This design comes from an exercise in tuning for small area, a short achievable clock period and few clock cycles on the open sky130 flow, not from production work. RTL that was checked went through simulation tests only; none was proved equivalent to the original.

Design JAM, start of the top module:
module JAM (
input CLK,
input RST,
output reg [2:0] W,
output reg [2:0] J,
input [6:0] Cost,
output reg [3:0] MatchCount,
output reg [9:0] MinCost,
output reg Valid );
make LEC_CHECK=0 CAP_MARGIN=20 CORE_MARGIN=2 CORE_UTILIZATION=40 SETUP_SLACK_MARGIN=1.0 SLEW_MARGIN=20 finish   # period 6.0 ns
run.sh (not shown) runs the stock make flow with config.mk's settings and CLKGATE_MAP_FILE= SYNTH_SCRIPT=/design/flow/synth_recipe.tcl, a recipe that flattens the netlist after the stock synthesis.
Testbench counts at the start, summed over its fixed seeds: cycles 12,906.
Change:
Settings changed: SETUP_SLACK_MARGIN 1.0 to 2.0.
After rerunning: Routed wire length rises by 4.2%. Clock skew came out higher by 0.0034 ns. Worst setup slack gets better by 0.035 ns. Final area rose by 3.7%. Synthesized area does not change. Sequential share of layout area came out lower by 1.4 points.

Another version of the RTL of JAM (not shown whole).
Size: about 3200 cells after synthesis, roughly 340 flip-flops, roughly 30 I/O pins.
export LEC_CHECK = 0
export ABC_AREA = 1
export CAP_MARGIN = 20
export CORE_MARGIN = 2
export CORE_UTILIZATION = 65
export SETUP_SLACK_MARGIN = 2.0
export SLEW_MARGIN = 20
create_clock -name core_clock -period 6.0 [get_ports {CLK}]
Testbench counts at the start, summed over its fixed seeds: cycles 5,693.
==> next run, changes <==
CORE_UTILIZATION = 60   (was 65)
The changed run ran to the end with no violations.
Worst setup slack improved by 0.021 ns.
Global-route usage came out lower by 3.2 points.
Routed wire length came out lower by 0.71%.
Cell area came out higher by 1.4%.
Hold slack got worse by 0.0085 ns.
Utilization came out lower by 4.9 points.
Sequential cell count is unchanged.
Clock-buffer cell count came out higher by 5.
Area after synthesis is unchanged.
Non-clock buffer count came out higher by 8.
Cell count came out higher by 0.83%.

The RTL this note starts from:
==> flow/design.v <==
module JAM (
input CLK,
input RST,
output reg [2:0] W,
output reg [2:0] J,
input [6:0] Cost,
output reg [3:0] MatchCount,
output reg [9:0] MinCost,
output reg Valid );
localparam PRE = 2'd0, SRCH = 2'd2;
reg [1:0]  ph;
reg        qc;           
reg [2:0]  kd, jd;
reg        sk;           
reg [7:0]  Ud;           
reg [10:0] Xd;           
reg [10:0] thr;          
reg [2:0]  Ws, Js;
reg [7:0]  Us;
reg [10:0] Xs;
reg        ss;           
reg        se;           
reg [9:0]  T;            
reg        found;
reg [2:0]  js [0:6];     
reg [10:0] X  [0:6];     
reg [6:0]  r  [0:7];
reg [6:0]  c  [0:7];     
function [2:0] pe;        
    input [7:0] m;
    begin
        casez (m)
        8'b???????1: pe = 3'd0;
        8'b??????10: pe = 3'd1;
        8'b?????100: pe = 3'd2;
        8'b????1000: pe = 3'd3;
        8'b???10000: pe = 3'd4;
        8'b??100000: pe = 3'd5;
        8'b?1000000: pe = 3'd6;
        default:     pe = 3'd7;
        endcase
    end
endfunction
wire        hi   = |thr[10:7];
wire [7:0]  dlt  = {1'b0, thr[6:0]} - {1'b0, Cost};
wire        le   = hi | ~dlt[7];
wire        lt   = hi | (~dlt[7] & |dlt[6:0]);
wire        ev   = (ph == SRCH) & ~Valid & ~sk;
wire        leaf = (kd == 3'd7);
wire        desc = ev & ~leaf & le;
wire        hit  = ev & leaf & le;
wire        impr = hit & lt;
wire [7:0]  Uc   = Ud | (8'd1 << jd);
wire [2:0]  fc   = pe(~Uc);
wire [2:0]  sf   = pe(~(Uc | (8'd1 << fc)));
wire [2:0]  kc   = kd + 3'd1;
always @(*) begin
    if (desc) begin
        W = kc; J = fc;
    end else begin
        W = Ws; J = Js;
    end
end
wire [6:0]  rn   = r[kc];
wire [10:0] thrc = thr + {4'd0, rn} + {4'd0, c[fc]} - {4'd0, Cost};
wire [10:0] Xc   = thr + {4'd0, rn} - {1'b0, T} - {4'd0, Cost};
wire [7:0]  sibm = ~Us & (8'hFE << Js);
wire        hs   = |sibm;
wire [2:0]  ka   = Ws - 3'd1;
wire [2:0]  ja   = js[ka];
wire [7:0]  Ua   = Us & ~(8'd1 << ja);
wire [7:0]  pma  = ~Ua & (8'hFE << ja);
wire        ha   = (Ws != 3'd0) & |pma;
wire [2:0]  kb   = Ws - 3'd2;
wire [2:0]  jb   = js[kb];
wire [7:0]  Ub   = Ua & ~(8'd1 << jb);
wire [7:0]  pmb  = ~Ub & (8'hFE << jb);
wire        hb   = (Ws[2:1] != 2'd0) & |pmb;
reg [2:0]  nW, nJ;
reg [7:0]  nU;
reg [10:0] nX;
reg        nss, nse;
always @(*) begin
    nss = 1'b0; nse = 1'b0;
    nW = Ws; nJ = pe(sibm); nU = Us; nX = Xs;
    if (!hs) begin
        if (ha) begin
            nW = ka; nJ = pe(pma); nU = Ua; nX = X[ka];
        end else begin
            nW = kb; nJ = hb ? pe(pmb) : jb; nU = Ub; nX = X[kb];
            if (!hb) begin
                if (Ws[2:1] == 2'd0 || Ws == 3'd2) nse = 1'b1;
                else nss = 1'b1;
            end
        end
    end
end
wire [10:0] thrs = {1'b0, T} + Xs + {4'd0, c[Js]};
wire [9:0]  s    = (T - thr[9:0]) + {3'd0, Cost};
wire [6:0]  q     = {qc, Ws, Js};
wire [6:0]  rowv  = (Js == 3'd2) ? T[6:0] : ((T[6:0] < thr[6:0]) ? T[6:0] : thr[6:0]);
wire        rowe  = (Js == 3'd1) & (q >= 7'd9) & ~qc | (q == 7'd65);           
wire [6:0]  val   = Xs[6:0] - r[7];                        
wire        row0  = (q >= 7'd10) & (q <= 7'd17);
wire [6:0]  cmin  = row0 ? val : ((val < c[0]) ? val : c[0]);
wire        colp  = (q >= 7'd10);
wire        fin   = (q >= 7'd66);                           
wire [9:0]  madd  = (ph == SRCH) ? T : (rowe ? {3'd0, rowv} : {3'd0, cmin});
wire        pend  = ~desc & ~impr & se;                   
always @(posedge CLK or posedge RST) begin
    if (RST) begin
        ph <= PRE;
        qc <= 1'b0;
        sk <= 1'b1;
        Ws <= 3'd0;
        Js <= 3'd0;
        Valid <= 1'b0;
    end else if (!Valid) begin
        case (ph)
        PRE: begin
            sk <= 1'b0;
            {qc, Ws, Js} <= {qc, Ws, Js} + 7'd1;
            if (q == 7'd73) begin
                ph <= SRCH;
                sk <= 1'b1;
                Ws <= 3'd0;
                Js <= 3'd0;
            end
        end
        default: begin
            if (desc) begin
                sk <= 1'b0;
                if (kd != 3'd6) begin
                    Ws <= kc; Js <= sf;
                end
            end else if (impr) begin
                sk <= 1'b1;
            end else if (se) begin
                if (found | hit) Valid <= 1'b1;
                else begin
                    sk <= 1'b1;
                    Ws <= 3'd0;
                    Js <= 3'd0;
                end
            end else begin
                sk <= ss;
                Ws <= nW; Js <= nJ;
            end
        end
        endcase
    end
end
integer i;
always @(posedge CLK) begin
    if (!Valid) begin
        case (ph)
        PRE: begin
            found <= 1'b0;
            if (!sk) begin
                T[6:0] <= Cost;
                for (i = 0; i < 6; i = i + 1) X[i][6:0] <= X[i+1][6:0];
                X[6][6:0] <= T[6:0];
                Xs[6:0] <= X[0][6:0];
                thr[6:0] <= rowv;
                for (i = 0; i < 7; i = i + 1) c[i] <= c[i+1];
                c[7] <= colp ? cmin : c[0];
                if (rowe) begin
                    for (i = 0; i < 7; i = i + 1) r[i] <= r[i+1];
                    r[7] <= rowv;
                end
                if (rowe || fin)
                    MinCost <= ((q == 7'd9) ? 10'd0 : MinCost) + madd;
            end
            if (q == 7'd73) begin
                T <= 10'd15;
                Us <= 8'd0;
                Xs <= {4'd0, r[0]};
                ss <= 1'b0;
                se <= 1'b0;
            end
        end
        default: begin
            if (hit) begin
                found <= 1'b1;
                MatchCount <= (lt | ~found) ? 4'd1 : MatchCount + 4'd1;
                if (lt) T <= s;
            end
            if (desc) begin
                kd <= kc; jd <= fc;
                Ud <= Uc; Xd <= Xc; thr <= thrc;
                js[kd] <= jd;
                X[kd] <= Xd;
                if (kd != 3'd6) begin
                    Us <= Uc; Xs <= Xc; ss <= 1'b0; se <= 1'b0;
                end
            end else if (impr) begin
            end else if (se) begin
                if (!(found | hit)) begin
                    T <= {T[8:0], 1'b1};
                    Us <= 8'd0;
                    Xs <= {4'd0, r[0]};
                    ss <= 1'b0;
                    se <= 1'b0;
                end else begin
                    MinCost <= MinCost + madd;
                end
            end else begin
                kd <= Ws; jd <= Js;
                Ud <= Us; Xd <= Xs; thr <= thrs;
                Us <= nU; Xs <= nX; ss <= nss; se <= nse;
            end
        end
        endcase
    end
end
endmodule
clock: 6.0 ns
lec_check: 0
cap_margin: 20
core_margin: 2
core_utilization: 40
setup_slack_margin: 2.0
slew_margin: 20
The first run completed with no timing, DRC or antenna violations.
Then changed:
- SETUP_SLACK_MARGIN: 2.0 -> default
Register-to-register slack degrades by 530 ps.
Final cell count shrinks by 4.3%.
Worst setup slack degrades by 600 ps.
No functional check of the RTL was part of any run of this note.

JK:
Another version of the RTL of JAM (not shown whole).
Size: ~2400 cells after synthesis, about 320 flip-flops, roughly 30 I/O pins, ~21000 sq um of cells after synthesis.
Design JAM, start of the top module:
module JAM (
input CLK,
input RST,
output reg [2:0] W,
output reg [2:0] J,
input [6:0] Cost,
output reg [3:0] MatchCount,
output reg [9:0] MinCost,
output reg Valid );
clock: 6.0 ns
lec_check: 0
abc_area: 1
cap_margin: 20
core_margin: 2
core_utilization: 60
setup_slack_margin: 2.0
slew_margin: 20
JK | status: complete | timing, DRC, antenna: pass
Testbench counts of JK, summed over its fixed seeds: cycles 12,897.
Modified inputs, AL compared to JK
Settings: a deleted ABC_AREA that had been 1; a change of CORE_UTILIZATION from 60 to 40.
--- outcome ---
AL: flow completed, timing, DRC and antenna clean
Per the comparison of AL with JK, HPWL reported at the end of detailed placement moved up, final clock period utilization by the worst path moved up.
Going from JK to AL, time the final worst path needs with I/O delays and setup now larger, relative area of clock buffers and inverters in the final design increased by 0.17 points relative to the old numbers.
Compared to JK, AL has count of cells resized by post-cts repair 2 lower.

what the ideal ports hide:
In the flow no input, the clock included, has a driving cell. The finished layouts below were timed again as built, in two steps.
Step 1 (the two cells are an assumption about what drives the block):
set clk [get_ports {CLK}]
set_driving_cell -lib_cell sky130_fd_sc_hd__clkbuf_16 $clk
set_driving_cell -lib_cell sky130_fd_sc_hd__buf_2 [delete_from_list [all_inputs] $clk]
Step 2 also shifts input and output timing later by t, the mid clock arrival at the registers, as if the neighbouring blocks saw the same clock.
a / b / c = ideal ports / drivers / drivers and shift; a / b = the first two.
run | t (ns) | slack for setup (ns) | latest minus earliest clock arrival (ns)
the first run of note 1 | 0.633 | 0.063 / 0.007 / 0.345 | 0.027 / 0.028
the second run of note 1 | 0.615 | 0.098 / 0.043 / 0.266 | 0.031 / 0.031
the first run of note 2 | 0.657 | 1.879 / 1.854 / 1.365 | 0.043 / 0.042
the second run of note 2 | 0.657 | 1.900 / 1.838 / 1.449 | 0.046 / 0.046
the first run of note 3 | 0.601 | 0.878 / 0.878 / 0.878 | 0.032 / 0.032
the second run of note 3 | 0.603 | 0.283 / 0.258 / 0.258 | 0.024 / 0.023
JK | 0.599 | 1.951 / 1.910 / 1.556 | 0.022 / 0.022
AL | 0.609 | 1.773 / 1.702 / 1.451 | 0.019 / 0.018
After both steps setup and hold are still met in every run listed. For the first run of note 2, which loses most, drivers alone change the setup slack by -0.025 ns; drivers and shift together by -0.514 ns.
